What follows belongs to an exercise in optimizing a design on an open flow for small area, a short achievable clock period and few clock cycles; a production flow would make more cautious choices.
Function was checked by simulation only, so behaviour that the tests miss may differ from the original.
Power is estimated from default activity; no workload was simulated.

==> design.v <==
module demosaic(clk, reset, in_en, data_in, wr_r, addr_r, wdata_r, rdata_r, wr_g, addr_g, wdata_g, rdata_g, wr_b, addr_b, wdata_b, rdata_b, done);
input clk;
input reset;
input in_en;
input [7:0] data_in;
output reg wr_r;
output [13:0] addr_r;
output reg [7:0] wdata_r;
input [7:0] rdata_r;
output reg wr_g;
output reg [13:0] addr_g;
output [7:0] wdata_g;
input [7:0] rdata_g;
output reg wr_b;
output [13:0] addr_b;
output reg [7:0] wdata_b;
input [7:0] rdata_b;
output reg done;
reg        fill;
reg [6:0]  r;             
reg [7:0]  q;             
reg [3:0]  ph;            
reg        first;         
reg        second;        
reg [7:0]  rg, rx;        
reg [7:0]  xb;            
reg [9:0]  p;             
reg [8:0]  ya;            
reg [7:0]  half;          
reg [9:0]  d;             
reg [7:0]  xn;            
reg [13:0] addr_rb;
assign wdata_g = p[9:2];
assign addr_r = addr_rb;
assign addr_b = addr_rb;
wire       odd  = r[0];
wire [7:0] rv   = rx;
wire [7:0] rh   = rx;
wire [6:0] rm1 = r - 7'd1;
wire [6:0] rp1 = r + 7'd1;
wire [6:0] qc  = q[6:0];
wire [6:0] qm4 = qc - 7'd4;
wire [6:0] qm1 = qc - 7'd1;
wire [6:0] qp1 = qc + 7'd1;
wire [6:0] qp2 = qc + 7'd2;
wire       last = q[7] & (q[6:1] == 6'd1);
wire       endc = ph[2] & last & (r == 7'd127);
wire [9:0] g_sum = p + {2'b0, rg};
wire [9:0] v_sum = {1'b0, ya} + {2'b0, rv};
wire [9:0] d_sum = d + {2'b0, rv};
wire [8:0] h_sum = {1'b0, xn} + {1'b0, rh};
wire [7:0] v_wdata = ph[1] ? half : d_sum[9:2];
wire [7:0] h_wdata = h_sum[8:1];
always @(posedge clk) begin
    rg <= rdata_g;
    rx <= (odd ^ ph[3]) ? rdata_r : rdata_b;
    if (!fill || odd || ph[0]) wdata_r <= !fill ? data_in : odd ? v_wdata : h_wdata;
    if (!fill || !odd || ph[0]) wdata_b <= !fill ? data_in : odd ? h_wdata : v_wdata;
end
always @(posedge clk) begin
    if (reset) begin
        fill <= 1'b0;
        r <= 7'd0;
        q <= 8'd0;
        ph <= 4'd0;
        first <= 1'b1;
        second <= 1'b0;
        done <= 1'b0;
        wr_r <= 1'b0;
        wr_g <= 1'b0;
        wr_b <= 1'b0;
        addr_g <= 14'd0;
        addr_rb <= 14'd0;
    end else if (!fill) begin
        addr_g <= {r, qc};
        addr_rb <= {r, qc};
        p <= {data_in, 2'b00};
        wr_g <= in_en & (r[0] == qc[0]);
        wr_r <= in_en & !r[0] & qc[0];
        wr_b <= in_en & r[0] & !qc[0];
        if (in_en) begin
            q[6:0] <= qp1;
            if (qc == 7'd127) begin
                r <= rp1;
                if (r == 7'd127) begin
                    fill <= 1'b1;
                    ph <= 4'b1000;
                end
            end
        end
    end else begin
        ph <= {ph[2:0], ph[3]};
        wr_r <= 1'b0;
        wr_g <= 1'b0;
        wr_b <= 1'b0;
        if (ph[3]) addr_g <= first ? {r, qc} : {rm1, qm1};
        if (ph[0]) addr_g <= {rp1, qm1};
        if (ph[1]) begin
            addr_g <= {r, qp2};
            if (first) xb <= rg; else p <= g_sum;
        end
        if (ph[2]) begin
            addr_g <= {r, qm1};
            wr_g <= !first;
            p <= g_sum;
        end
        if (ph[3]) begin
            p <= {2'b0, xb} + {2'b0, rg};
            xb <= rg;
        end
        if (ph[3]) addr_rb <= {rm1, qc};
        if (ph[0]) begin
            addr_rb <= {rp1, qc};
            xn <= rh;
        end
        if (ph[1]) begin
            addr_rb <= {r, qm4};
            wr_r <= !first & !second;
            wr_b <= !first & !second;
            d <= v_sum;
            half <= ya[8:1];
            ya <= {1'b0, rv};
        end
        if (ph[2]) begin
            addr_rb <= {r, qm1};
            wr_r <= !first & odd;
            wr_b <= !first & !odd;
            ya <= v_sum[8:0];
            q <= last ? {7'd0, rp1[0]} : q + 8'd2;
            if (last) r <= rp1;
            first <= last;
            second <= first;
        end
        if (done || endc) begin
            wr_r <= 1'b0; wr_g <= 1'b0; wr_b <= 1'b0;
        end
        if (endc) done <= 1'b1;
    end
end
endmodule
==> flow/run.sh <==
#!/bin/bash
# The standard layout (the standard.sh, unchanged synthesis), except that
# the port buffers that global placement inserts on every input and output
# are sky130_fd_sc_hd__buf_1 rather than the default cell.
set -euo pipefail
export BUFFER_PORTS_ARGS="-buffer_cell sky130_fd_sc_hd__buf_1"
bash standard.sh finish > make_finish.log 2>&1
==> standard.sh <==
#!/bin/bash
# synth_recipe.tcl (not shown) runs the flow's synth.tcl, then flattens the netlist and writes it again
# the make line also repeats each setting of config.mk as NAME=value (left out here)
make -C /OpenROAD-flow-scripts/flow DESIGN_CONFIG=/design/flow/config.mk WORK_HOME=/design/flow/orfs CLKGATE_MAP_FILE= SYNTH_SCRIPT=/design/flow/synth_recipe.tcl "${@:-finish}"
==> config.mk <==
export PLATFORM = sky130hd
export DESIGN_NAME = demosaic
export DESIGN_NICKNAME = demosaic
export VERILOG_FILES = /design/flow/design.v
export SDC_FILE = /design/flow/constraint.sdc
export NUM_CORES = 4
export LEC_CHECK = 0
export CAP_MARGIN = 20
export CORE_MARGIN = 2
export CORE_UTILIZATION = 40
export PLACE_DENSITY = 0.6
export SETUP_SLACK_MARGIN = 3.6
export SLEW_MARGIN = 20
export TNS_END_PERCENT = 10
==> constraint.sdc <==
create_clock -name core_clock -period 5.0 [get_ports {clk}]
set_input_delay 1.0000 -clock core_clock [delete_from_list [all_inputs] [get_ports {clk}]]
set_output_delay 1.0000 -clock core_clock [all_outputs]
set_load 0.01 [all_outputs]
==> results.py, run 1 <==
metrics = {
    "outcome": {
        "status": "timing/DRC/antenna clean",
    },
    "logic_synthesis": {
        "syn_area_per_cell_sq_um": 9.63,
        "syn-num-nets": 913,
        "async_reset_ff_share_pct": 0,
        "syn-cell-area_sq_mm": 0.00794,
        "synthTopCellsByArea": "edfxtp_1 26%, dfxtp_1 18%, ha_1 7.9%",
        "synth.distinct_cells": 65,
        "muxShareOfSynthArea_pct": 3.39,
        "synth_seq_area_share_pct": 43.8,
        "synth_seq_cells": 139,
        "synth_ff_type": "dfxtp_1",
        "synth_top_family_by_area": "compound AO/OA/AOI/OAI gates",
        "netlist_instances": 824,
        "synth_edf_count": 69,
        "synth.largest_area_cell": "edfxtp_1",
        "synthAdderAreaFrac_pct": 8.89,
        "synth_compound_area_share_pct": 17.9,
        "synth_simple_gate_area_share_pct": 15.0,
        "synth_top_area_share_pct": 26.1,
        "yosys.area_share.xor_xnor_pct": 5.52,
        "ys_warn_count": 1,
    },
    "sta": {
        "finalCritPeriodShare_pct": 43.2,
        "fin_crit_ns": 2.16,
        "slew_viol_final": 0,
        "slew_headroom_pct": 31.1,
        "tns_ns": 0,
        "rsz0062_at_grt": "yes",
        "max_slew.worst_pin.slew_ns": 1.03,
        "fmax_ghz": 0.463,
        "hold_viol": 0,
        "finalClockSkew_ns": 0.0159,
        "setup_viol": 0,
    },
    "floorplanning": {
        "die_w_um": 145,
        "core_area_sq_mm": 0.0195,
        "io_pins": 105,
        "die_h_um": 145,
        "initial_core_util_pct": 40.8,
        "die-area_sq_mm": 0.0210,
        "rows": 51,
    },
    "setup_path": {
        "reg2reg_setup_slack_ns": 2.84,
        "crit_chain": "ha_2 > fa_2 > a21o_1 > a21oi_2 > buf_4 > xnor2_1 > nand2_1 > a31o_2",
        "required_ns": 5.18,
        "cp-end-kind": "register",
        "cp_max_fo": 3,
        "criticalPathCategory": "register to register",
        "cp_slowest_cell": "dfxtp_1",
        "start_kind": "register",
        "cp_slowest_stage_delay_ns": 0.36,
        "worstPathArrival_ns": 2.34,
    },
    "place": {
        "dp_hpwl_mm": 14.2,
        "gp_congestion": 0.875,
        "port_buffers": 104,
    },
    "hold_path": {
        "hp-class": "register to register",
    },
    "route": {
        "drt_first_pass_iters": 5,
        "initialDrtViolationCount": 497,
        "num_vias": 6774,
        "wl_mm": 22.3,
        "detail-route-antenna-nets": 0,
        "drc_errors": 0,
        "viasPerCell": 5.52,
        "wl_per_cell_um": 18.2,
    },
    "cts": {
        "cts_tree": "done",
        "clkTransAtPathRegs_ns": 0.06,
        "cts_sinks": 139,
        "clock_latency_ns": 0.43,
        "clockBufferDepth": 2,
        "clockRootBuffer": "clkbuf_16",
        "cts_buffers": 17,
        "cts-htree-levels": 4,
    },
    "global_routing": {
        "grt_max_degree": 35,
        "first_global_vias": 6491,
        "grt_overflow": 0,
        "track_usage_pct": 21.8,
        "grt_pass1_wl_mm": 35.0,
        "antenna_found_initial": 0,
    },
    "flow_run": {
        "maxCapViolations": 0,
    },
    "layout": {
        "syn_to_final_growth_pct": 31.9,
        "antenna_cells": 0,
        "layout_common_cells": "101 x buf_1, 69 x edfxtp_1, 68 x nor2_1",
        "fillers": 1699,
        "drive_gt1_share_pct": 25.8,
        "final_common_cell": "buf_1",
        "final_core_util_pct": 53.8,
        "final_nets": 1038,
    },
    "pwr": {
        "p_per_area_mw_per_mm2": 271,
        "ir_drop_v": 0.000234,
        "p_leak_uw": 0.00385,
    },
}
## stage by stage
step                      cell area [sq um]  hold slack (ns)  instances  setup WS [ns]  total power [uW]
after floorplan                        8020            0.433        824           2.82              1410
after detailed placement               8380            0.444       1129           2.41              1470
after global routing                  10500            0.476       1227           2.77              2920
final                                 10500            0.452       1227           2.84              2830
after global placement                 8380            0.444       1129           2.45              1470
after CTS                             10200            0.452       1220           2.82              2830
## flip-flops by register name (all words and copies together) (netlist names), 4 cells and up
signal	count
addr_g	14
addr_rb	14
d	10
half	8
p	10
ph	4
q	8
r	7
rg	8
rx	8
wdata_b	8
wdata_r	8
xb	8
xn	8
ya	9
## critical path, delay by kind of cell (launching register included)
kind	cells	cell delay, ns
adders and majority gates	2	0.58
and+or+nand+nor	1	0.08
xor gates and xnor gates	1	0.13
AOI/OAI and AO/OA	3	0.61
buffers and inverters	1	0.15
DFF	1	0.36
## cell type report
class                   count  area, sq um  share of cell area [%]
multi-input cells         595         4620                    44.1
flip-flops and latches    139         3550                    34.0
repair buffers            175         1240                    11.9
clock buffers              17          425                    4.07
well taps                 265          332                    3.17
clock inverters            15          194                    1.85
inverters                  21          103                   0.981
## metal layers
layer	wire length (um)	global-route usage, %	vias up	part of all wire (%)
li1	-	-	3273	-
met1	10300	30.1	3252	46
met2	10400	34.4	212	47
met3	1130	4.44	37	5.1
met4	460	6.95	0	2.1
met5	0	0	-	0
## timing repair
action / in CTS / in global routing
setup buffers: 53 / 7
pin swaps: 38 / 12
hold buffers: 0 / 0
setup endpoints to repair: 245 / 243
gates cloned: 6 / 0
gates resized for setup: 155 / 34
## where the power goes
part / switching (uW) / internal (uW)
clock network: 506 / 834
registers: 23.2 / 1210
logic: 142 / 119
## cells in the mapped netlist, types with 7 or more instances
cell / n
nor2_1: 76
inv_1: 18
nor3_1: 26
a21oi_1: 51
ha_1: 50
nand3_1: 12
xnor2_1: 29
a31oi_1: 12
nor2b_1: 13
dfxtp_1: 70
edfxtp_1: 69
buf_1: 7
nand2_1: 69
o211ai_1: 7
mux2_2: 15
a211oi_1: 27
nand2b_1: 7
mux2i_1: 10
buf_4: 22
and2_1: 7
nand4_1: 11
o21a_1: 7
a21o_1: 12
clkbuf_1: 35
o21ai_1: 8
xor2_1: 21
o21ai_0: 39
## kinds of logic (layout without fill, tap and decap cells)
| kind of cell | Yosys count | after routing |
|---|---|---|
| flip-flops | 139 | 139 |
| buffers and inverters | 90 | 228 |
| multiplexers | 25 | 25 |
| AO/OA/AOI/OAI | 217 | 217 |
| adder cells (fa/ha/maj) | 54 | 54 |
| AND/OR/NAND/NOR | 249 | 249 |
| XOR/XNOR | 50 | 50 |
## path summary, 6_finish.rpt
check / from / to / depth (start not counted)
worst max-delay path: rg[0] / p[4] / 8
worst min-delay path: addr_g[1] / addr_g[1] / 2
worst max register to register: rg[0] / p[4] / 8
worst min register to register: addr_g[1] / addr_g[1] / 2
Testbench counts, summed over its fixed seeds: cycles 802,816.
==> run 2, diff against run 1 <==
--- a/config.mk
+++ b/config.mk
@@ -10,5 +10,5 @@
 export CORE_UTILIZATION = 40
 export PLACE_DENSITY = 0.6
-export SETUP_SLACK_MARGIN = 3.6
+export SETUP_SLACK_MARGIN = 2.8
 export SLEW_MARGIN = 20
-export TNS_END_PERCENT = 10
+export TNS_END_PERCENT = 0
==> run 2 against run 1 <==
Still clean. Via count fell by 7.6%. Final cell count fell by 5.1%. Combinational power fell by 19%. Clock skew fell by 0.0060 ns. Non-clock buffer count fell by 63. Wire length fell by 15%. Register-to-register slack got worse by 0.14 ns. Synthesized cell count did not move. Highest routed layer unchanged. Clock power rose by 4%. Design area fell by 13%. Synthesized area did not move. Global-route usage fell by 2.9 points.
==> results.py, run 2 <==
metrics = {
    "outcome": {
        "status": "timing/DRC/antenna clean",
    },
    "setup_path": {
        "crit_chain": "buf_6 > ha_1 > and4_1 > a41oi_1 > nor2b_1 > a21o_1",
        "criticalPathCategory": "register to register",
        "cp_slowest_cell": "dfxtp_1",
        "start_kind": "register",
        "cp_max_fo": 29,
        "cp-end-kind": "register",
        "cp_slowest_stage_delay_ns": 0.39,
        "worstPathArrival_ns": 2.62,
        "required_ns": 5.32,
    },
    "logic_synthesis": {
        "ys_warn_count": 1,
        "syn-num-nets": 913,
        "synth.largest_area_cell": "edfxtp_1",
        "yosys-top-cells-count": "76 x nor2_1, 70 x dfxtp_1, 69 x edfxtp_1, 69 x nand2_1, 51 x a21oi_1",
        "syn-cell-area_sq_mm": 0.00794,
        "synth_edf_count": 69,
        "synth_seq_cells": 139,
        "async_reset_ff_share_pct": 0,
        "synth.distinct_cells": 65,
        "synth_most_common_cell": "nor2_1",
        "synthTopCellsByArea": "edfxtp_1 26%, dfxtp_1 18%, ha_1 7.9%",
        "netlist_instances": 824,
        "synth_seq_area_share_pct": 43.8,
        "synth_ff_type": "dfxtp_1",
        "synth_top_area_share_pct": 26.1,
        "syn_area_per_cell_sq_um": 9.63,
    },
    "place": {
        "port_buffers": 104,
        "gp_congestion": 0.846,
        "dp_hpwl_mm": 14.0,
    },
    "layout": {
        "final_nets": 975,
        "final_common_cell": "buf_1",
        "layout_common_cells": "103 x buf_1, 71 x nor2_1, 69 x nand2_1, 69 x edfxtp_1, 67 x dfxtp_1",
        "syn_to_final_growth_pct": 14.3,
        "largestRegisters": "addr_g (14), addr_rb (14)",
        "final_core_util_pct": 46.6,
        "fillers": 1860,
        "drive_gt1_share_pct": 9.68,
        "antenna_cells": 0,
    },
    "cts": {
        "clkTransAtPathRegs_ns": 0.06,
        "clockRootBuffer": "clkbuf_16",
        "cts_tree": "done",
        "clockBufferDepth": 2,
        "cts_hold_buf": 0,
        "cts_buffers": 17,
        "cts-htree-levels": 4,
        "cts_sinks": 139,
        "clock_latency_ns": 0.43,
    },
    "pwr": {
        "ir_drop_v": 0.000220,
        "p_per_area_mw_per_mm2": 314,
        "p_leak_uw": 0.00334,
        "internal-power_uw": 2190,
        "p_sw_uw": 655,
        "p_seq_share_pct": 43.6,
        "p_comb_share_pct": 7.4,
        "p_sw_share_pct": 23.0,
        "clockPowerShare_pct": 49.0,
    },
    "floorplanning": {
        "initial_core_util_pct": 40.8,
        "core_area_sq_mm": 0.0195,
        "io_pins": 105,
        "die_w_um": 145,
        "die_h_um": 145,
        "rows": 51,
        "die-area_sq_mm": 0.0210,
    },
    "global_routing": {
        "grt_pass1_wl_mm": 30.4,
        "first_global_vias": 5887,
        "grt_overflow": 0,
        "grt_max_degree": 56,
        "track_usage_pct": 18.9,
        "antenna_found_initial": 0,
    },
    "route": {
        "initialDrtViolationCount": 383,
        "num_vias": 6262,
        "detail-route-antenna-nets": 0,
        "drt_first_pass_iters": 4,
        "wl_mm": 19.0,
        "drc_errors": 0,
        "wl_per_cell_um": 16.3,
        "viasPerCell": 5.38,
    },
    "sta": {
        "setup_viol": 0,
        "finalCritPeriodShare_pct": 46.0,
        "hold_ws_ns": 0.460,
        "tns_ns": 0,
        "hold_viol": 0,
        "fin_crit_ns": 2.30,
        "slew_viol_final": 0,
        "max_slew.worst_pin.slew_ns": 1.05,
        "finalClockSkew_ns": 0.00995,
        "slew_headroom_pct": 29.6,
        "fmax_ghz": 0.435,
        "rsz0062_at_grt": "yes",
    },
    "hold_path": {
        "hp-class": "register to register",
    },
    "flow_run": {
        "maxCapViolations": 0,
    },
}
## run 2: changes by cell type in the layout (fill, tap and decap cells not counted), moves of 4 or more
cell,delta
buf_6,-7
fa_1,+4
ha_1,+17
dfxtp_1,+24
ha_4,-14
dfxtp_2,-6
dfxtp_4,-18
a21oi_2,-8
inv_1,+4
a21oi_1,+9
fa_2,-4
buf_12,-11
buf_4,-40
## run 2: cell type report
| cell class | count | area (sq um) | area share [%] |
|---|---|---|---|
| Multi-Input combinational cell | 595 | 4070 | 44.9 |
| Tap cell | 265 | 332 | 3.66 |
| Inverter | 21 | 82.6 | 0.911 |
| Sequential cell | 139 | 3480 | 38.3 |
| Timing Repair Buffer | 112 | 455 | 5.02 |
| Clock inverter | 15 | 221 | 2.44 |
| Clock buffer | 17 | 425 | 4.69 |
## run 2: metrics by stage
step	setup WS (ns)	cells	power, uW	cell area [sq um]
2_1_floorplan	2.70	824	1410	7950
3_3_place_gp	2.16	1130	1470	8350
3_5_place_dp	2.17	1130	1470	8350
4_1_cts	2.62	1162	2860	9000
5_1_grt	2.60	1164	2950	9070
6_report	2.70	1164	2840	9070
## run 2: final timing paths
| kind | end | depth (start not counted) | start | slack, ns |
|---|---|---|---|---|
| max | ph[1] | 6 | r[0] | 2.70 |
| min | addr_g[5] | 2 | addr_g[5] | 0.46 |
| max reg2reg | ph[1] | 6 | r[0] | 2.70 |
| min reg2reg | addr_g[5] | 2 | addr_g[5] | 0.46 |
## run 2: kinds of logic after synthesis
logic type / synth area share (%)
AND/OR/NAND/NOR: 15.0
AO/OA/AOI/OAI: 17.9
flip-flops: 43.8
buffers and inverters: 5.53
adder cells (fa/ha/maj): 8.89
XOR/XNOR: 5.52
multiplexers: 3.39
## run 2: layer usage
metal  GRT usage (%)  up-vias  wire (um)
li1                -     3132          -
met1            25.7     2954       9120
met2            29.3      144       8670
met3            4.38       32        857
met4            7.26        0        361
met5               0        -          0
## run 2: power by group through the flow
stage	combinational (uW)	clock (uW)	sequential [uW]
global placement	205	0	1260
detailed placement	207	0	1260
finish	212	1390	1240
CTS	209	1410	1240
floorplan	154	0	1260
global route	238	1460	1240
## run 2: what timing repair did
action	CTS	global route
pin swaps	0	2
cloned	0	0
resized for setup	3	15
hold endpoints to repair	0	0
setup buffers	0	2
endpoints found under the setup margin	87	123
## run 2: critical path, delay by kind of cell (launching register included)
| kind | cells | cell delay, ns |
|---|---|---|
| buffers and inverters | 1 | 0.27 |
| AO/OA/AOI/OAI | 2 | 0.53 |
| AND/OR/NAND/NOR | 2 | 0.66 |
| adder cells (fa/ha/maj) | 1 | 0.34 |
| flip-flops | 1 | 0.39 |
==> run 3, diff against run 2 <==
--- a/config.mk
+++ b/config.mk
@@ -8,7 +8,7 @@
 export CAP_MARGIN = 20
 export CORE_MARGIN = 2
-export CORE_UTILIZATION = 40
-export PLACE_DENSITY = 0.6
+export CORE_UTILIZATION = 55
+export PLACE_DENSITY = 0.75
 export SETUP_SLACK_MARGIN = 2.8
 export SLEW_MARGIN = 20
-export TNS_END_PERCENT = 0
+export TNS_END_PERCENT = 10
==> run 3 against run 2 <==
Still clean. Fmax rose by 0.52%. Wire length fell by 3.6%. Total power fell by 5.6%. Register-to-register slack improved by 0.04 ns. Core utilization rose by 17 points. Sequential share of layout area rose by 0.64 points.
==> results.py, run 3 <==
metrics = {
    "global_routing": {
        "track_usage_pct": 24.2,
        "grt_overflow": 0,
        "grt_pass1_wl_mm": 28.6,
        "grt_max_degree": 56,
        "antenna_found_initial": 0,
        "first_global_vias": 5629,
    },
    "cts": {
        "clock_latency_ns": 0.43,
        "cts-htree-levels": 4,
        "clockRootBuffer": "clkbuf_16",
        "cts_hold_buf": 0,
        "cts_tree": "done",
        "clockBufferDepth": 2,
        "clkTransAtPathRegs_ns": 0.06,
        "cts_sinks": 139,
        "post_cts_buffers": 0,
        "cts_buffers": 17,
    },
    "route": {
        "detail-route-antenna-nets": 0,
        "drc_errors": 0,
        "viasPerCell": 5.95,
        "wl_per_cell_um": 17.0,
        "drt_first_pass_iters": 5,
        "num_vias": 6405,
        "wl_mm": 18.3,
        "initialDrtViolationCount": 691,
    },
    "layout": {
        "drive_gt1_share_pct": 10.9,
        "fin_area_sq_mm": 0.00893,
        "fillers": 1161,
        "syn_to_final_growth_pct": 12.6,
        "final_core_util_pct": 63.9,
        "largestRegisters": "addr_g (14), addr_rb (14)",
        "layout_common_cells": "103 x buf_1, 73 x nor2_1, 69 x nand2_1, 69 x edfxtp_1, 64 x dfxtp_1",
        "antenna_cells": 0,
        "final_nets": 973,
        "final_common_cell": "buf_1",
    },
    "setup_path": {
        "rr_startpoint": "d[2]",
        "required_ns": 5.06,
        "cp_slowest_cell": "nor2_1",
        "reg2reg_setup_slack_ns": 2.74,
        "reg2reg_depth": 7,
        "criticalPathCategory": "input port to register",
        "cp-end-kind": "register",
        "cp_slowest_stage_delay_ns": 0.59,
        "cp_max_fo": 55,
        "timing.rr.end": "wdata_b[3]",
        "crit_chain": "clkbuf_2 > buf_4 > nand2b_1 > nor2_1",
        "start_kind": "input port",
        "worstPathArrival_ns": 2.35,
        "crit_start": "reset",
    },
    "place": {
        "port_buffers": 104,
        "place_area_sq_mm": 0.00825,
        "gp_congestion": 0.852,
        "dp_hpwl_mm": 12.9,
    },
    "pwr": {
        "p_per_area_mw_per_mm2": 301,
        "p_leak_uw": 0.00329,
        "p_comb_share_pct": 8.0,
        "finalPower_uw": 2690,
        "internal-power_uw": 2040,
        "p_sw_uw": 647,
        "p_seq_share_pct": 46.1,
        "p_sw_share_pct": 24.1,
        "clockPowerShare_pct": 45.8,
        "ir_drop_v": 0.000249,
    },
    "floorplanning": {
        "die_w_um": 124,
        "initial_core_util_pct": 56.7,
        "core_area_sq_mm": 0.0140,
        "io_pins": 105,
        "die_h_um": 124,
        "die-area_sq_mm": 0.0154,
        "rows": 43,
    },
    "sta": {
        "tns_ns": 0,
        "rsz0062_at_grt": "yes",
        "max_slew.worst_pin.slew_ns": 0.948,
        "finalClockSkew_ns": 0.00711,
        "fmax_ghz": 0.437,
        "hold_ws_ns": 0.451,
        "hold_viol": 0,
        "slew_viol_final": 0,
        "finalCritPeriodShare_pct": 45.8,
        "setup_viol": 0,
        "fin_crit_ns": 2.29,
        "slew_headroom_pct": 36.4,
    },
    "logic_synthesis": {
        "synth_seq_area_share_pct": 43.8,
        "syn-num-nets": 913,
        "syn-cell-area_sq_mm": 0.00794,
        "syn_area_per_cell_sq_um": 9.63,
        "netlist_instances": 824,
        "yosys-top-cells-count": "76 x nor2_1, 70 x dfxtp_1, 69 x edfxtp_1, 69 x nand2_1, 51 x a21oi_1",
        "synth_edf_count": 69,
        "async_reset_ff_share_pct": 0,
        "synthTopCellsByArea": "edfxtp_1 26%, dfxtp_1 18%, ha_1 7.9%",
        "synth_most_common_cell": "nor2_1",
        "ys_warn_count": 1,
        "synth.distinct_cells": 65,
        "synth_top_area_share_pct": 26.1,
        "synth_seq_cells": 139,
        "synth.largest_area_cell": "edfxtp_1",
        "synth_ff_type": "dfxtp_1",
    },
    "hold_path": {
        "min_to": "addr_g[5]",
        "hp-class": "register to register",
        "min_path_cells": 2,
        "hold_start": "addr_g[5]",
    },
    "flow_run": {
        "maxCapViolations": 0,
    },
    "outcome": {
        "status": "timing/DRC/antenna clean",
    },
}
## run 3: repair_timing
| action | CTS | global route |
|---|---|---|
| resized for setup | 6 | 30 |
| endpoints found under the setup margin | 59 | 118 |
| pin swaps | 0 | 3 |
## run 3: through the flow
step,worst slack (ns),cells
2_1_floorplan,2.70,824
3_3_place_gp,2.28,1045
3_5_place_dp,2.25,1045
4_1_cts,2.69,1077
5_1_grt,2.63,1077
6_report,2.71,1077
## run 3: cell type report
| type | count | area (sq um) | area share, % |
|---|---|---|---|
| multi-input cells | 595 | 4120 | 46.2 |
| flip-flops and latches | 139 | 3480 | 39.0 |
| repair buffers | 110 | 440 | 4.93 |
| clock buffers | 17 | 425 | 4.76 |
| well taps | 180 | 225 | 2.52 |
| clock inverters | 15 | 151 | 1.69 |
| inverters | 21 | 85.1 | 0.952 |
## run 3: how the worst max path moves through the flow
stage                     slack [ns]         end
after floorplan                 2.70  addr_g[13]
after global placement          2.28       ya[8]
after detailed placement        2.25       ya[7]
after CTS                       2.69        p[8]
after global routing            2.63       xn[2]
final                           2.71       xb[4]
## run 3: kinds of logic after synthesis
group / synth area share [%]
simple gates: 15.0
compound gates: 17.9
flops: 43.8
buf+inv: 5.53
fa+ha+maj: 8.89
xor+xnor: 5.52
mux: 3.39
## run 3: worst max-delay path: cells and delay by family
kind | cells | cell delay (ns)
buffers and inverters | 2 | 0.38
and+or+nand+nor | 2 | 0.95
## run 3: layer usage
| layer | part of all wire (%) | GRT usage (%) |
|---|---|---|
| met5 | 0 | 0 |
| met4 | 1.5 | 7.44 |
| met2 | 45 | 36.0 |
| met1 | 47 | 35.1 |
| met3 | 7.0 | 5.49 |
## run 3: power groups by stage
stage	registers (uW)	clock network [uW]	logic (uW)
3_3_place_gp	1260	0	199
6_report	1240	1230	216
2_1_floorplan	1260	0	154
5_1_grt	1240	1290	240
4_1_cts	1240	1240	206
3_5_place_dp	1260	0	203
==> run 4, diff against run 3 <==
--- a/config.mk
+++ b/config.mk
@@ -6,8 +6,9 @@
 export NUM_CORES = 4
 export LEC_CHECK = 0
+export ABC_CLOCK_PERIOD_IN_PS = 2200
 export CAP_MARGIN = 20
 export CORE_MARGIN = 2
-export CORE_UTILIZATION = 55
-export PLACE_DENSITY = 0.75
+export CORE_UTILIZATION = 40
+export PLACE_DENSITY = 0.6
 export SETUP_SLACK_MARGIN = 2.8
 export SLEW_MARGIN = 20
==> run 4 against run 3 <==
Still clean. Die area rose by 36%. Clock skew rose by 0.0033 ns. Flip-flop and latch count did not move. Via count fell by 2.6%. First-iteration DRC count fell by 42%. Largest cell class unchanged.
==> results.py, run 4 <==
metrics = {
    "cts": {
        "cts_buffers": 17,
        "cts_tree": "done",
        "cts-htree-levels": 4,
        "clockRootBuffer": "clkbuf_16",
        "clkTransAtPathRegs_ns": 0.06,
        "clockBufferDepth": 2,
        "clock_latency_ns": 0.42,
        "cts_sinks": 139,
    },
    "layout": {
        "final_nets": 978,
        "largestRegisters": "addr_g (14), addr_rb (14)",
        "antenna_cells": 0,
        "layout_common_cells": "103 x buf_1, 74 x nor2_1, 69 x edfxtp_1",
        "drive_gt1_share_pct": 12.0,
        "final_common_cell": "buf_1",
        "stdcell_count": 1167,
        "syn_to_final_growth_pct": 15.6,
    },
    "route": {
        "wl_met1_mm": 9.07,
        "detail-route-antenna-nets": 0,
        "top_layer_used": "met4",
        "drc_errors": 0,
        "num_vias": 6238,
        "route.met2.wl_mm": 8.67,
        "wl_per_cell_um": 16.2,
        "initialDrtViolationCount": 399,
        "drt_first_pass_iters": 5,
        "viasPerCell": 5.35,
        "dr_wl_met3_um": 908,
        "wl_mm": 18.9,
    },
    "global_routing": {
        "track_usage_pct": 18.4,
        "antenna_found_initial": 0,
        "first_global_vias": 5748,
        "grt_overflow": 0,
        "grt_pass1_wl_mm": 29.8,
        "grt_max_degree": 56,
    },
    "logic_synthesis": {
        "synth_edf_count": 69,
        "netlist_instances": 824,
        "yosys-top-cells-count": "76 x nor2_1, 70 x dfxtp_1, 69 x edfxtp_1, 69 x nand2_1, 51 x a21oi_1",
        "synth_seq_cells": 139,
        "synth_top_area_share_pct": 26.1,
        "ys_warn_count": 1,
        "syn-cell-area_sq_mm": 0.00794,
        "syn-num-nets": 913,
        "syn_area_per_cell_sq_um": 9.63,
        "synth_ff_type": "dfxtp_1",
        "synth.largest_area_cell": "edfxtp_1",
        "synthTopCellsByArea": "edfxtp_1 26%, dfxtp_1 18%, ha_1 7.9%",
        "synth.distinct_cells": 65,
        "synth_most_common_cell": "nor2_1",
        "async_reset_ff_share_pct": 0,
        "synth_seq_area_share_pct": 43.8,
    },
    "sta": {
        "finalClockSkew_ns": 0.0104,
        "fmax_ghz": 0.437,
        "slew_headroom_pct": 33.3,
        "hold_ws_ns": 0.459,
        "setup_viol": 0,
        "rsz0062_at_grt": "yes",
        "slew_viol_final": 0,
        "hold_viol": 0,
        "tns_ns": 0,
        "finalCritPeriodShare_pct": 45.8,
        "fin_crit_ns": 2.29,
        "max_slew.worst_pin.slew_ns": 0.993,
    },
    "place": {
        "dp_hpwl_mm": 13.8,
        "dp_cells": 1130,
        "port_buffers": 104,
        "gp_congestion": 0.837,
    },
    "pwr": {
        "ir_drop_v": 0.000256,
        "p_per_area_mw_per_mm2": 297,
        "p_leak_uw": 0.00334,
    },
    "setup_path": {
        "start_kind": "input port",
        "criticalPathCategory": "input port to register",
        "cp_max_fo": 55,
        "cp-end-kind": "register",
        "required_ns": 5.05,
        "worstPathArrival_ns": 2.34,
    },
    "hold_path": {
        "hp-class": "register to register",
    },
    "flow_run": {
        "maxCapViolations": 0,
    },
    "floorplanning": {
        "initial_core_util_pct": 40.8,
        "core_area_sq_mm": 0.0195,
        "io_pins": 105,
        "die-area_sq_mm": 0.0210,
        "rows": 51,
        "die_h_um": 145,
        "die_w_um": 145,
    },
    "outcome": {
        "status": "timing/DRC/antenna clean",
    },
}
## run 4: final cells by class
| class | count | area (sq um) |
|---|---|---|
| fillers | 1833 | 10300 |
| multi-input cells | 595 | 4200 |
| flip-flops and latches | 139 | 3480 |
| repair buffers | 115 | 482 |
| clock buffers | 21 | 440 |
| well taps | 265 | 332 |
| clock inverters | 11 | 146 |
| inverters | 21 | 82.6 |
## run 4: power by group
| part | switching (uW) | internal (uW) | leakage [uW] | total (uW) |
|---|---|---|---|---|
| logic | 124 | 93.6 | 0.00182 | 218 |
| clock network | 485 | 784 | 0.000283 | 1270 |
| registers | 23.0 | 1220 | 0.00123 | 1240 |
| total | 632 | 2090 | 0.00334 | 2730 |
## run 4: per-layer routing
metal  global-route usage, %  up-vias
met3                    4.18       26
met4                    5.98        0
met5                       0        -
met2                    28.1      170
li1                        -     3129
met1                    25.8     2913
## run 4: stage by stage
| step | worst slack [ns] | utilization, % | power, uW | area (sq um) |
|---|---|---|---|---|
| after floorplan | 2.70 | - | 1410 | 7950 |
| after global placement | 2.24 | 42.9 | 1470 | 8350 |
| after detailed placement | 2.21 | 42.9 | 1470 | 8350 |
| after CTS | 2.66 | 46.1 | 2740 | 8960 |
| after global routing | 2.62 | 47.1 | 2830 | 9170 |
| final | 2.71 | 47.1 | 2730 | 9170 |
## run 4: worst max-delay path, stage by stage
cell	delay, ns
clkbuf_2	0.08
buf_4	0.30
nand2b_1	0.37
nor2_1	0.57
## run 4: logic make-up after synthesis
family / after synthesis / share of synthesized area (%)
xor+xnor: 50 / 5.52
mux: 25 / 3.39
fa+ha+maj: 54 / 8.89
simple gates: 249 / 15.0
compound gates: 217 / 17.9
flops: 139 / 43.8
buf+inv: 90 / 5.53
## run 4: what timing repair did
action                                  CTS  global route
pin swaps                                 0             8
resized for setup                         5            42
hold buffers                              0             0
endpoints found under the setup margin   85           121
gates cloned                              0             0
setup buffers                             1             4
## run 4: path summary, 6_finish.rpt
path	slack, ns	cells after the start	endpoint	start
max	2.71	4	xb[7]	reset
min	0.46	2	addr_g[1]	addr_g[1]
max reg2reg	2.79	6	addr_g[13]	ph[0]
min reg2reg	0.46	2	addr_g[1]	addr_g[1]
==> run 5, diff against run 4 <==
--- a/config.mk
+++ b/config.mk
@@ -6,10 +6,9 @@
 export NUM_CORES = 4
 export LEC_CHECK = 0
-export ABC_CLOCK_PERIOD_IN_PS = 2200
 export CAP_MARGIN = 20
 export CORE_MARGIN = 2
 export CORE_UTILIZATION = 40
 export PLACE_DENSITY = 0.6
-export SETUP_SLACK_MARGIN = 2.8
+export SETUP_SLACK_MARGIN = 3.0
 export SLEW_MARGIN = 20
 export TNS_END_PERCENT = 10
==> run 5 against run 4 <==
Still clean. Final cell count grew 1.1%. Non-clock buffer count grew 13. Wire length grew 7.0%. Fmax grew 6.5%. Hold slack lost 0.0067 ns. Die area is the same. Clock power grew 5%. Synthesized area is the same. Total power grew 3.1%. Flip-flop and latch count is the same. Worst setup slack gained 0.14 ns. Largest cell class unchanged.
==> results.py, run 5 <==
metrics = {
    "outcome": {
        "status": "timing/DRC/antenna clean",
    },
    "cts": {
        "cts-htree-levels": 4,
        "clock_latency_ns": 0.43,
        "clkTransAtPathRegs_ns": 0.06,
        "cts_buffers": 17,
        "cts_hold_buf": 0,
        "cts_tree": "done",
        "cts_sinks": 139,
        "clockRootBuffer": "clkbuf_16",
        "clockBufferDepth": 2,
    },
    "sta": {
        "setup_viol": 0,
        "hold_ws_ns": 0.453,
        "fin_crit_ns": 2.15,
        "hold_viol": 0,
        "slew_headroom_pct": 30.3,
        "slew_viol_final": 0,
        "finalCritPeriodShare_pct": 43.0,
        "rsz0062_at_grt": "yes",
        "tns_ns": 0,
        "fmax_ghz": 0.465,
        "finalClockSkew_ns": 0.0183,
        "max_slew.worst_pin.slew_ns": 1.04,
    },
    "setup_path": {
        "cp-end-kind": "register",
        "criticalPathCategory": "register to register",
        "cp_max_fo": 3,
        "worstPathArrival_ns": 2.32,
        "rr_startpoint": "rg[0]",
        "timing.rr.end": "p[8]",
        "reg2reg_setup_slack_ns": 2.85,
        "reg2reg_depth": 8,
        "required_ns": 5.17,
        "start_kind": "register",
    },
    "layout": {
        "antenna_cells": 0,
        "layout_common_cells": "103 x buf_1, 69 x nor2_1, 69 x edfxtp_1",
        "final_common_cell": "buf_1",
        "syn_to_final_growth_pct": 20.2,
        "final_core_util_pct": 49.0,
        "drive_gt1_share_pct": 17.3,
        "fillers": 1840,
        "stdcell_count": 1180,
        "final_nets": 991,
        "largestRegisters": "addr_g (14), addr_rb (14)",
    },
    "global_routing": {
        "grt_max_degree": 47,
        "track_usage_pct": 19.5,
        "grt_pass1_wl_mm": 31.5,
        "antenna_found_initial": 0,
        "grt_overflow": 0,
        "first_global_vias": 5866,
    },
    "floorplanning": {
        "initial_core_util_pct": 40.8,
        "die-area_sq_mm": 0.0210,
        "rows": 51,
        "io_pins": 105,
        "die_h_um": 145,
        "die_w_um": 145,
        "core_area_sq_mm": 0.0195,
    },
    "hold_path": {
        "hp-class": "register to register",
        "min_path_cells": 2,
        "hold_start": "addr_g[1]",
        "min_to": "addr_g[1]",
    },
    "logic_synthesis": {
        "synthTopCellsByArea": "edfxtp_1 26%, dfxtp_1 18%, ha_1 7.9%",
        "muxShareOfSynthArea_pct": 3.39,
        "synthAdderAreaFrac_pct": 8.89,
        "yosys.area_share.xor_xnor_pct": 5.52,
        "synth_simple_gate_area_share_pct": 15.0,
        "async_reset_ff_share_pct": 0,
        "synth_top_family_by_area": "compound AO/OA/AOI/OAI gates",
        "synth_top_area_share_pct": 26.1,
        "yosys-top-cells-count": "76 x nor2_1, 70 x dfxtp_1, 69 x edfxtp_1, 69 x nand2_1, 51 x a21oi_1",
        "synth_compound_area_share_pct": 17.9,
        "syn-num-nets": 913,
        "syn-cell-area_sq_mm": 0.00794,
        "syn_area_per_cell_sq_um": 9.63,
        "ys_warn_count": 1,
        "synth_edf_count": 69,
        "synth.largest_area_cell": "edfxtp_1",
        "synth_most_common_cell": "nor2_1",
        "synth_seq_area_share_pct": 43.8,
        "synth_ff_type": "dfxtp_1",
        "synth_seq_cells": 139,
        "synth.distinct_cells": 65,
        "netlist_instances": 824,
    },
    "route": {
        "initialDrtViolationCount": 474,
        "viasPerCell": 5.36,
        "detail-route-antenna-nets": 0,
        "wl_per_cell_um": 17.1,
        "drc_errors": 0,
        "num_vias": 6328,
        "drt_first_pass_iters": 6,
        "wl_mm": 20.2,
    },
    "pwr": {
        "ir_drop_v": 0.000220,
        "p_leak_uw": 0.00347,
        "p_per_area_mw_per_mm2": 295,
        "finalPower_uw": 2810,
    },
    "place": {
        "dp_cells": 1129,
        "port_buffers": 104,
        "gp_congestion": 0.875,
        "dp_hpwl_mm": 14.2,
    },
    "flow_run": {
        "maxCapViolations": 0,
    },
}
[run 5: cell counts after synthesis]
No cell type changed its count.
[run 5: per-layer routing]
layer,vias up,part of all wire (%),global-route usage (%)
met5,-,0,0
met4,0,1.1,5.21
met3,16,5.8,4.05
met2,167,46,29.5
met1,2977,47,28.3
li1,3168,-,-
[run 5: cell families after synthesis]
logic type | Yosys count
XOR/XNOR | 50
buffers and inverters | 90
flip-flops | 139
AND/OR/NAND/NOR | 249
AO/OA/AOI/OAI | 217
multiplexers | 25
adder cells (fa/ha/maj) | 54
[run 5: what timing repair did]
item | CTS | global route
pin swaps | 16 | 13
gates resized for setup | 51 | 43
endpoints found under the setup margin | 104 | 168
buffers inserted | 11 | 8
[run 5: critical path, stage by stage, from the launching register on]
cell     delay (ns)
dfxtp_1        0.35
ha_2           0.23
fa_2           0.35
a21o_1         0.18
a21oi_2        0.19
o21ai_0        0.12
a31oi_1        0.21
xnor2_1        0.16
a21oi_1        0.09
[run 5: worst max-delay path by stage]
stage           from         end  depth (start not counted)
2_1_floorplan   r[0]  addr_g[13]                         10
6_report       rg[0]        p[8]                          8
4_1_cts        xb[0]        p[6]                          8
3_5_place_dp   in_en        r[5]                          7
3_3_place_gp   in_en        r[5]                          7
5_1_grt        ya[3]       ya[7]                          7
[run 5: stage by stage]
stage	setup WS, ns	instance area, sq um
2_1_floorplan	2.82	8020
3_3_place_gp	2.45	8380
3_5_place_dp	2.41	8380
4_1_cts	2.82	9320
5_1_grt	2.76	9540
6_report	2.85	9540
[run 5: area by class of cell]
cell class,instances,area (sq um),share of cell area (%)
multi-input combinational,595,4390,46.0
sequential,139,3510,36.8
timing repair buffer,128,604,6.33
clock buffer,17,425,4.46
tap,265,332,3.48
clock inverter,15,194,2.03
inverter,21,90.1,0.944
[run 5: power by group]
group / leakage [uW] / switching (uW) / internal, uW
Clock: 0.000303 / 498 / 834
Sequential: 0.00124 / 24.4 / 1220
Combinational: 0.00193 / 134 / 104
==> run 6, diff against run 5 <==
--- a/config.mk
+++ b/config.mk
@@ -8,6 +8,6 @@
 export CAP_MARGIN = 20
 export CORE_MARGIN = 2
-export CORE_UTILIZATION = 40
-export PLACE_DENSITY = 0.6
+export CORE_UTILIZATION = 55
+export PLACE_DENSITY = 0.75
 export SETUP_SLACK_MARGIN = 3.0
 export SLEW_MARGIN = 20
==> run 6 against run 5 <==
Still clean on timing, DRC and antenna. Combinational power increased by 7%. Worst setup slack got worse by 0.056 ns. Hold slack better by 0.0056 ns. Clock skew down 0.0068 ns. Fmax is 2.5% lower. Wire length increased by 0.17%. Critical path type unchanged. Critical endpoint is now p[6].
==> results.py, run 6 <==
metrics = {
    "sta": {
        "rsz0062_at_grt": "yes",
        "slew_headroom_pct": 35.3,
        "tns_ns": 0,
        "fin_crit_ns": 2.21,
        "finalCritPeriodShare_pct": 44.1,
        "hold_viol": 0,
        "fmax_ghz": 0.453,
        "max_slew.worst_pin.slew_ns": 0.964,
        "finalClockSkew_ns": 0.0115,
        "setup_ws_ns": 2.79,
        "slew_viol_final": 0,
        "setup_viol": 0,
        "hold_ws_ns": 0.458,
    },
    "route": {
        "wl_mm": 20.3,
        "num_vias": 6581,
        "detail-route-antenna-nets": 0,
        "drt_first_pass_iters": 6,
        "viasPerCell": 5.97,
        "wl_per_cell_um": 18.4,
        "drc_errors": 0,
        "initialDrtViolationCount": 733,
    },
    "layout": {
        "layout_common_cells": "103 x buf_1, 69 x edfxtp_1, 68 x nand2_1, 68 x nor2_1, 50 x dfxtp_1",
        "multi_input_area_sq_mm": 0.00450,
        "drive_gt1_share_pct": 19.4,
        "area.sequential_sq_mm": 0.00351,
        "largestRegisters": "addr_g (14), addr_rb (14)",
        "antenna_cells": 0,
        "syn_to_final_growth_pct": 20.9,
        "final_nets": 999,
        "final_common_cell": "buf_1",
        "fillers": 1054,
    },
    "floorplanning": {
        "rows": 43,
        "core_area_sq_mm": 0.0140,
        "io_pins": 105,
        "initial_core_util_pct": 56.7,
        "die-area_sq_mm": 0.0154,
        "die_h_um": 124,
        "die_w_um": 124,
    },
    "place": {
        "gp_congestion": 0.914,
        "dp_hpwl_mm": 13.5,
        "port_buffers": 104,
        "dp_slack_ns": 2.28,
    },
    "setup_path": {
        "cp_slowest_stage_delay_ns": 0.41,
        "cp_slowest_cell": "edfxtp_1",
        "worst-path-stages": 8,
        "start_kind": "register",
        "cp-endpoint": "p[6]",
        "reg2reg_setup_slack_ns": 2.79,
        "crit_buf_inv": 0,
        "timing.rr.end": "p[6]",
        "criticalPathCategory": "register to register",
        "worstPathArrival_ns": 2.50,
        "crit_start": "xb[0]",
        "crit_chain": "ha_4 > fa_2 > a21o_1 > a21oi_2 > nor2_2 > o31ai_2 > mux2i_1 > o221a_2",
        "rr_startpoint": "xb[0]",
        "cp_max_fo": 3,
        "required_ns": 5.29,
        "cpLargestDelayFamily": "compound AO/OA/AOI/OAI gates",
        "reg2reg_depth": 8,
        "cp-end-kind": "register",
    },
    "cts": {
        "clockBufferDepth": 2,
        "clkTransAtPathRegs_ns": 0.06,
        "cts_hold_buf": 0,
        "cts_buffers": 17,
        "cts-htree-levels": 4,
        "cts_tree": "done",
        "cts_sinks": 139,
        "clock_latency_ns": 0.43,
        "clockRootBuffer": "clkbuf_16",
    },
    "logic_synthesis": {
        "synth_most_common_cell": "nor2_1",
        "syn_area_per_cell_sq_um": 9.63,
        "ys_warn_count": 1,
        "async_reset_ff_share_pct": 0,
        "synth_edf_count": 69,
        "syn-num-nets": 913,
        "netlist_instances": 824,
        "synth_seq_cells": 139,
        "synth.distinct_cells": 65,
        "synth_ff_type": "dfxtp_1",
        "synth_seq_area_share_pct": 43.8,
        "syn-cell-area_sq_mm": 0.00794,
        "synth_top_area_share_pct": 26.1,
        "synthTopCellsByArea": "edfxtp_1 26%, dfxtp_1 18%, ha_1 7.9%",
        "synth.largest_area_cell": "edfxtp_1",
        "yosys-top-cells-count": "76 x nor2_1, 70 x dfxtp_1, 69 x edfxtp_1, 69 x nand2_1, 51 x a21oi_1",
    },
    "global_routing": {
        "track_usage_pct": 26.5,
        "grt_pass1_wl_mm": 31.1,
        "first_global_vias": 5979,
        "antenna_found_initial": 0,
        "grt_overflow": 0,
        "grt_max_degree": 47,
    },
    "pwr": {
        "finalPower_uw": 2770,
        "p_per_area_mw_per_mm2": 289,
        "p_leak_uw": 0.00351,
        "ir_drop_v": 0.000296,
    },
    "hold_path": {
        "hp-class": "register to register",
        "hold_start": "addr_g[1]",
    },
    "flow_run": {
        "maxCapViolations": 0,
    },
    "outcome": {
        "status": "timing/DRC/antenna clean",
    },
}
[run 6: cell counts after synthesis]
No cell type changed its count.
[run 6: area by class of cell]
class                      count  share of cell area (%)
inverter                      21                   0.952
timing repair buffer         136                    7.03
clock inverter                13                    1.56
sequential                   139                    36.6
multi-input combinational    595                    46.9
tap                          180                    2.35
clock buffer                  19                    4.62
[run 6: worst register-to-register path, stage by stage (launching register included)]
cell and delay, ns:
edfxtp_1 0.41, ha_4 0.19, fa_2 0.34, a21o_1 0.17
a21oi_2 0.21, nor2_2 0.07, o31ai_2 0.25, mux2i_1 0.25
o221a_2 0.21
[run 6: what timing repair did]
action,CTS,global route
pin swaps,19,24
setup buffers,16,11
endpoints found under the setup margin,134,157
resized for setup,65,58
endpoints found under the hold margin,0,0
[run 6: power breakdown]
group          switching [uW]  leakage (uW)  internal, uW
clock network             487      0.000288           791
registers                26.2       0.00124          1220
logic                     140       0.00199           114
[run 6: cell families (layout without fill, tap and decap cells)]
kind of cell / after synthesis / count (layout) / synth area share (%)
fa+ha+maj: 54 / 54 / 8.89
simple gates: 249 / 249 / 15.0
xor+xnor: 50 / 50 / 5.52
flops: 139 / 139 / 43.8
mux: 25 / 25 / 3.39
buf+inv: 90 / 189 / 5.53
compound gates: 217 / 217 / 17.9
[run 6: worst min-delay path by stage]
stage,endpoint,slack (ns),cells past startpoint
2_1_floorplan,half[1],0.43,0
3_3_place_gp,ph[2],0.44,1
3_5_place_dp,addr_g[1],0.45,2
4_1_cts,addr_g[1],0.46,2
5_1_grt,addr_g[5],0.48,2
6_report,addr_g[1],0.46,2
[run 6: through the flow]
stage / utilization, % / instances / cell area, sq um
after floorplan: - / 824 / 8020
after global placement: 59.1 / 1044 / 8270
after detailed placement: 59.1 / 1044 / 8270
after CTS: 66.1 / 1092 / 9250
after global routing: 68.6 / 1103 / 9600
final: 68.6 / 1103 / 9600
[run 6: layer usage]
layer,global-route usage (%),part of all wire (%),vias up
met3,6.00,6.9,38
met4,8.29,1.8,0
met2,40.9,47,275
met1,37.3,44,3091
li1,-,-,3177
met5,0,0,-
==> run 7, diff against run 6 <==
--- a/config.mk
+++ b/config.mk
@@ -9,4 +9,6 @@
 export CORE_MARGIN = 2
 export CORE_UTILIZATION = 55
+export CTS_CLUSTER_DIAMETER = 100
+export CTS_CLUSTER_SIZE = 40
 export PLACE_DENSITY = 0.75
 export SETUP_SLACK_MARGIN = 3.0
==> run 7 against run 6 <==
Still clean. Design area did not move. Clock power barely moved. Fmax did not move. Die area did not move. Flip-flop and latch count did not move. Final cell count did not move. Combinational power barely moved. Clock skew did not move. Via count did not move. Total power did not move. Clock-buffer cell count did not move. Synthesized area did not move. Critical endpoint unchanged.
==> results.py, run 7 <==
metrics = {
    "place": {
        "dp_hpwl_mm": 13.5,
        "place_area_sq_mm": 0.00827,
        "port_buffers": 104,
        "gp_congestion": 0.914,
        "dp_slack_ns": 2.28,
    },
    "sta": {
        "finalClockSkew_ns": 0.0115,
        "rsz0062_at_grt": "yes",
        "setup_viol": 0,
        "hold_viol": 0,
        "max_slew.worst_pin.slew_ns": 0.964,
        "setup_ws_ns": 2.79,
        "finalCritPeriodShare_pct": 44.1,
        "hold_ws_ns": 0.458,
        "slew_viol_final": 0,
        "tns_ns": 0,
        "fmax_ghz": 0.453,
        "fin_crit_ns": 2.21,
        "slew_headroom_pct": 35.3,
    },
    "route": {
        "initialDrtViolationCount": 733,
        "wl_per_cell_um": 18.4,
        "drc_errors": 0,
        "wl_mm": 20.3,
        "drt_first_pass_iters": 6,
        "detail-route-antenna-nets": 0,
        "num_vias": 6581,
        "viasPerCell": 5.97,
    },
    "setup_path": {
        "reg2reg_depth": 8,
        "rr_startpoint": "xb[0]",
        "criticalPathCategory": "register to register",
        "worstPathArrival_ns": 2.50,
        "required_ns": 5.29,
        "timing.rr.end": "p[6]",
        "cp_max_fo": 3,
        "cp-end-kind": "register",
        "start_kind": "register",
        "reg2reg_setup_slack_ns": 2.79,
    },
    "layout": {
        "antenna_cells": 0,
        "layout_common_cells": "103 x buf_1, 69 x edfxtp_1, 68 x nand2_1, 68 x nor2_1, 50 x dfxtp_1",
        "syn_to_final_growth_pct": 20.9,
        "fin_area_sq_mm": 0.00960,
        "final_common_cell": "buf_1",
        "largestRegisters": "addr_g (14), addr_rb (14)",
        "final_nets": 999,
        "drive_gt1_share_pct": 19.4,
    },
    "logic_synthesis": {
        "yosys.area_share.xor_xnor_pct": 5.52,
        "async_reset_ff_share_pct": 0,
        "yosys-top-cells-count": "76 x nor2_1, 70 x dfxtp_1, 69 x edfxtp_1, 69 x nand2_1, 51 x a21oi_1",
        "netlist_instances": 824,
        "synthTopCellsByArea": "edfxtp_1 26%, dfxtp_1 18%, ha_1 7.9%",
        "synth_top_area_share_pct": 26.1,
        "synth.distinct_cells": 65,
        "synth_seq_cells": 139,
        "syn_area_per_cell_sq_um": 9.63,
        "synth_top_family_by_area": "compound AO/OA/AOI/OAI gates",
        "synth_ff_type": "dfxtp_1",
        "synth_edf_count": 69,
        "muxShareOfSynthArea_pct": 3.39,
        "synth.largest_area_cell": "edfxtp_1",
        "synthAdderAreaFrac_pct": 8.89,
        "syn-num-nets": 913,
        "syn-cell-area_sq_mm": 0.00794,
        "synth_compound_area_share_pct": 17.9,
        "ys_warn_count": 1,
        "synth_most_common_cell": "nor2_1",
        "synth_seq_area_share_pct": 43.8,
        "synth_simple_gate_area_share_pct": 15.0,
    },
    "cts": {
        "cts_tree": "done",
        "clkTransAtPathRegs_ns": 0.06,
        "cts-htree-levels": 4,
        "clockBufferDepth": 2,
        "clock_latency_ns": 0.43,
        "clockRootBuffer": "clkbuf_16",
        "cts_sinks": 139,
        "cts_buffers": 17,
    },
    "hold_path": {
        "hp-class": "register to register",
        "min_path_cells": 2,
        "min_to": "addr_g[1]",
        "hold_start": "addr_g[1]",
    },
    "global_routing": {
        "track_usage_pct": 26.5,
        "grt_pass1_wl_mm": 31.1,
        "grt_max_degree": 47,
        "first_global_vias": 5979,
        "antenna_found_initial": 0,
        "grt_overflow": 0,
    },
    "floorplanning": {
        "initial_core_util_pct": 56.7,
        "io_pins": 105,
        "rows": 43,
        "die_h_um": 124,
        "die-area_sq_mm": 0.0154,
        "die_w_um": 124,
        "core_area_sq_mm": 0.0140,
    },
    "pwr": {
        "ir_drop_v": 0.000296,
        "p_leak_uw": 0.00351,
        "p_per_area_mw_per_mm2": 289,
    },
    "outcome": {
        "status": "timing/DRC/antenna clean",
    },
    "flow_run": {
        "maxCapViolations": 0,
    },
}
[run 7: metrics by stage]
stage | power (uW) | util, % | instances
finish | 2770 | 68.6 | 1103
global route | 2860 | 68.6 | 1103
CTS | 2740 | 66.1 | 1092
detailed placement | 1470 | 59.1 | 1044
global placement | 1460 | 59.1 | 1044
floorplan | 1410 | - | 824
[run 7: cell families (layout without fill, tap and decap cells)]
family	Yosys count	after routing
AND/OR/NAND/NOR	249	249
AO/OA/AOI/OAI	217	217
flip-flops	139	139
buffers and inverters	90	189
adder cells (fa/ha/maj)	54	54
XOR/XNOR	50	50
multiplexers	25	25
[run 7: cell type report]
type	instances	area [sq um]
clock buffer	19	443
multi-input combinational	595	4500
inverter	21	91.3
tap	180	225
sequential	139	3510
clock inverter	13	150
timing repair buffer	136	674
fill	1054	4390
[run 7: report_power, final]
part | leakage [uW] | switching [uW] | internal (uW) | total, uW
registers | 0.00124 | 26.2 | 1220 | 1240
logic | 0.00199 | 140 | 114 | 254
clock network | 0.000288 | 487 | 791 | 1280
total | 0.00351 | 653 | 2120 | 2770
[run 7: worst max path at each step]
| stage | from | cells after the start | slack, ns | end |
|---|---|---|---|---|
| final | xb[0] | 8 | 2.79 | p[6] |
| after global routing | xb[0] | 8 | 2.70 | p[6] |
| after CTS | xb[0] | 8 | 2.80 | p[6] |
| after detailed placement | reset | 4 | 2.28 | half[6] |
| after global placement | reset | 4 | 2.32 | d[9] |
| after floorplan | r[0] | 10 | 2.82 | addr_g[13] |
[run 7: metal layers]
layer | global-route usage, % | vias to the layer above | part of all wire [%]
met1 | 37.3 | 3091 | 44
met4 | 8.29 | 0 | 1.8
li1 | - | 3177 | -
met3 | 6.00 | 38 | 6.9
met2 | 40.9 | 275 | 47
met5 | 0 | - | 0
[run 7: repair_timing]
item,CTS,global route
endpoints found under the setup margin,134,157
setup buffers,16,11
hold buffers,0,0
pin swaps,19,24
gates resized for setup,65,58
[run 7: worst max-delay path: stages (launching register included)]
cell and delay, ns:
edfxtp_1 0.41, ha_4 0.19, fa_2 0.34, a21o_1 0.17
a21oi_2 0.21, nor2_2 0.06, o31ai_2 0.25, mux2i_1 0.24
o221a_2 0.21
==> run 8, diff against run 7 <==
--- a/config.mk
+++ b/config.mk
@@ -9,8 +9,6 @@
 export CORE_MARGIN = 2
 export CORE_UTILIZATION = 55
-export CTS_CLUSTER_DIAMETER = 100
-export CTS_CLUSTER_SIZE = 40
 export PLACE_DENSITY = 0.75
 export SETUP_SLACK_MARGIN = 3.0
 export SLEW_MARGIN = 20
-export TNS_END_PERCENT = 10
+export TNS_END_PERCENT = 100
==> run 8 against run 7 <==
Core utilization up 0.91 points. First-iteration DRC count up 2.2%. Still clean. Clock power down 5%. Flip-flop and latch count unchanged. Synthesized cell count unchanged. Hold slack worse by 0.0014 ns. Critical path depth down 1.
==> results.py, run 8 <==
metrics = {
    "setup_path": {
        "cp-endpoint": "wdata_b[3]",
        "worstPathArrival_ns": 2.34,
        "cp-end-kind": "register",
        "criticalPathCategory": "register to register",
        "timing.rr.end": "wdata_b[3]",
        "reg2reg_setup_slack_ns": 2.82,
        "start_kind": "register",
        "crit_buf_inv": 0,
        "worst-path-stages": 7,
        "reg2reg_depth": 7,
        "cp_slowest_stage_delay_ns": 0.42,
        "crit_chain": "ha_4 > a21oi_4 > a21boi_2 > o21a_2 > or3_4 > a31oi_4 > a221oi_2",
        "cpLargestDelayFamily": "compound AO/OA/AOI/OAI gates",
        "cp_max_fo": 3,
        "required_ns": 5.16,
        "cp_slowest_cell": "edfxtp_1",
        "crit_start": "d[2]",
        "rr_startpoint": "d[2]",
    },
    "route": {
        "num_vias": 6596,
        "viasPerCell": 5.99,
        "initialDrtViolationCount": 749,
        "drc_errors": 0,
        "drt_first_pass_iters": 6,
        "wl_mm": 20.1,
        "detail-route-antenna-nets": 0,
        "wl_per_cell_um": 18.3,
    },
    "sta": {
        "max_slew.worst_pin.slew_ns": 0.979,
        "setup_viol": 0,
        "finalCritPeriodShare_pct": 43.6,
        "rsz0062_at_grt": "yes",
        "tns_ns": 0,
        "slew_viol_final": 0,
        "fin_crit_ns": 2.18,
        "slew_headroom_pct": 34.3,
        "hold_viol": 0,
        "finalClockSkew_ns": 0.00931,
        "fmax_ghz": 0.459,
    },
    "floorplanning": {
        "die_h_um": 124,
        "die-area_sq_mm": 0.0154,
        "core_area_sq_mm": 0.0140,
        "io_pins": 105,
        "die_w_um": 124,
        "rows": 43,
        "initial_core_util_pct": 56.7,
    },
    "pwr": {
        "clockPowerShare_pct": 44.7,
        "internal-power_uw": 2090,
        "p_sw_share_pct": 23.4,
        "p_per_area_mw_per_mm2": 280,
        "p_comb_share_pct": 9.8,
        "p_leak_uw": 0.00362,
        "p_sw_uw": 637,
        "p_seq_share_pct": 45.5,
        "ir_drop_v": 0.000259,
    },
    "layout": {
        "antenna_cells": 0,
        "layout_common_cells": "78 x buf_1, 69 x edfxtp_1, 67 x nand2_1, 67 x nor2_1, 50 x dfxtp_1",
        "final_common_cell": "buf_1",
        "final_nets": 997,
        "fin_area_sq_mm": 0.00972,
        "syn_to_final_growth_pct": 22.5,
        "drive_gt1_share_pct": 23.8,
        "largestRegisters": "addr_g (14), addr_rb (14)",
    },
    "cts": {
        "clkTransAtPathRegs_ns": 0.06,
        "clockBufferDepth": 2,
        "cts_sinks": 139,
        "cts_hold_buf": 0,
        "cts_buffers": 17,
        "clock_latency_ns": 0.44,
        "cts-htree-levels": 4,
        "clockRootBuffer": "clkbuf_16",
        "cts_tree": "done",
    },
    "place": {
        "port_buffers": 104,
        "dp_hpwl_mm": 13.5,
        "gp_congestion": 0.874,
        "place_area_sq_mm": 0.00832,
    },
    "global_routing": {
        "antenna_found_initial": 0,
        "grt_max_degree": 47,
        "first_global_vias": 5965,
        "grt_pass1_wl_mm": 30.0,
        "grt_overflow": 0,
        "track_usage_pct": 25.8,
    },
    "logic_synthesis": {
        "synth_top_area_share_pct": 26.1,
        "synth.distinct_cells": 65,
        "synth_edf_count": 69,
        "syn-cell-area_sq_mm": 0.00794,
        "ys_warn_count": 1,
        "synthAdderAreaFrac_pct": 8.89,
        "yosys-top-cells-count": "76 x nor2_1, 70 x dfxtp_1, 69 x edfxtp_1, 69 x nand2_1, 51 x a21oi_1",
        "synth_top_family_by_area": "compound AO/OA/AOI/OAI gates",
        "netlist_instances": 824,
        "synthTopCellsByArea": "edfxtp_1 26%, dfxtp_1 18%, ha_1 7.9%",
        "synth_compound_area_share_pct": 17.9,
        "synth_ff_type": "dfxtp_1",
        "syn_area_per_cell_sq_um": 9.63,
        "synth_simple_gate_area_share_pct": 15.0,
        "muxShareOfSynthArea_pct": 3.39,
        "synth_seq_area_share_pct": 43.8,
        "async_reset_ff_share_pct": 0,
        "synth_seq_cells": 139,
        "synth_most_common_cell": "nor2_1",
        "syn-num-nets": 913,
        "yosys.area_share.xor_xnor_pct": 5.52,
        "synth.largest_area_cell": "edfxtp_1",
    },
    "outcome": {
        "status": "timing/DRC/antenna clean",
    },
    "hold_path": {
        "min_path_cells": 2,
        "hp-class": "register to register",
    },
    "flow_run": {
        "maxCapViolations": 0,
    },
}
==> run 8: cells by family after synthesis <==
logic type,after synthesis
fa+ha+maj,54
flops,139
simple gates,249
mux,25
buf+inv,90
xor+xnor,50
compound gates,217
==> run 8: per-stage QoR <==
step	utilization (%)	total power, uW	hold slack (ns)	cells	setup slack, ns
2_1_floorplan	-	1420	0.433	824	2.82
3_3_place_gp	59.5	1470	0.445	1044	2.32
3_5_place_dp	59.5	1470	0.448	1044	2.30
4_1_cts	66.7	2700	0.456	1093	2.89
5_1_grt	69.5	2800	0.475	1101	2.77
6_report	69.5	2730	0.457	1101	2.82
==> run 8: worst min path at each step <==
stage | from | endpoint | slack [ns]
2_1_floorplan | ya[2] | half[1] | 0.43
3_3_place_gp | second | second | 0.44
3_5_place_dp | addr_g[1] | addr_g[1] | 0.45
4_1_cts | addr_g[1] | addr_g[1] | 0.46
5_1_grt | second | second | 0.48
6_report | addr_g[1] | addr_g[1] | 0.46
==> run 8: worst min-delay path, stage by stage, from the launching register on <==
cell     delay, ns
dfxtp_1       0.31
nand2_1       0.05
a21oi_1       0.05
==> run 8: what timing repair did <==
action / in CTS / in global routing
endpoints found under the setup margin: 125 / 131
pin swaps: 25 / 35
cloned: 0 / 0
resized for setup: 71 / 92
buffers inserted: 17 / 8
==> run 8: power by group through the flow <==
stage	clock network, uW	registers (uW)	logic [uW]
after floorplan	0	1260	158
after global placement	0	1260	204
after detailed placement	0	1260	209
after CTS	1220	1240	233
after global routing	1270	1240	289
final	1220	1240	267
==> run 8: metal layers <==
metal  GRT usage (%)  routed length, um  vias to the layer above
li1                -                  -                     3177
met1            34.4               8610                     3093
met2            40.1               9460                      285
met3            6.73               1580                       41
met4            10.7                474                        0
met5               0                  0                        -
==> run 8: cell type report <==
class,count,area [sq um]
multi-input cells,595,4610
clock inverters,3,22.5
fillers,1036,4260
well taps,180,225
repair buffers,134,694
clock buffers,29,557
inverters,21,93.8
flip-flops and latches,139,3520

-- port drivers added, routing unchanged --
The results above use ideal ports. As a check the final layouts listed here were re-extracted and re-timed, cells and wires unchanged. Step 1 sets driving cells, clkbuf_16 on the clock port and buf_2 on the other inputs (assumed; they add their load-dependent delay and slew). Step 2 also shifts input and output timing later by t, the mid clock arrival at the registers, as if the neighbouring blocks saw the same clock. Three values: no drivers, after step 1, after step 2; two values: the first two.
run	t (ns)	slack for setup (ns)	hold WS [ns]	cell pins on the clock port's net
run 1	0.469	2.840 / 2.840 / 2.724	0.452 / 0.452 / 0.452	1
run 2	0.476	2.699 / 2.699 / 2.387	0.460 / 0.460 / 0.460	1
run 3	0.471	2.711 / 2.733 / 2.263	0.451 / 0.451 / 0.451	1
run 4	0.461	2.711 / 2.725 / 2.264	0.459 / 0.459 / 0.459	1
run 5	0.466	2.850 / 2.850 / 2.456	0.453 / 0.453 / 0.453	1
run 6	0.468	2.794 / 2.794 / 2.557	0.458 / 0.458 / 0.458	1
run 7	0.468	2.794 / 2.794 / 2.557	0.458 / 0.458 / 0.458	1
run 8	0.477	2.821 / 2.821 / 2.601	0.457 / 0.457 / 0.457	1
After both steps every run listed still meets setup and hold. The setup slack of run 3, which loses most, moves by +0.022 ns with the drivers and by -0.448 ns with both steps.
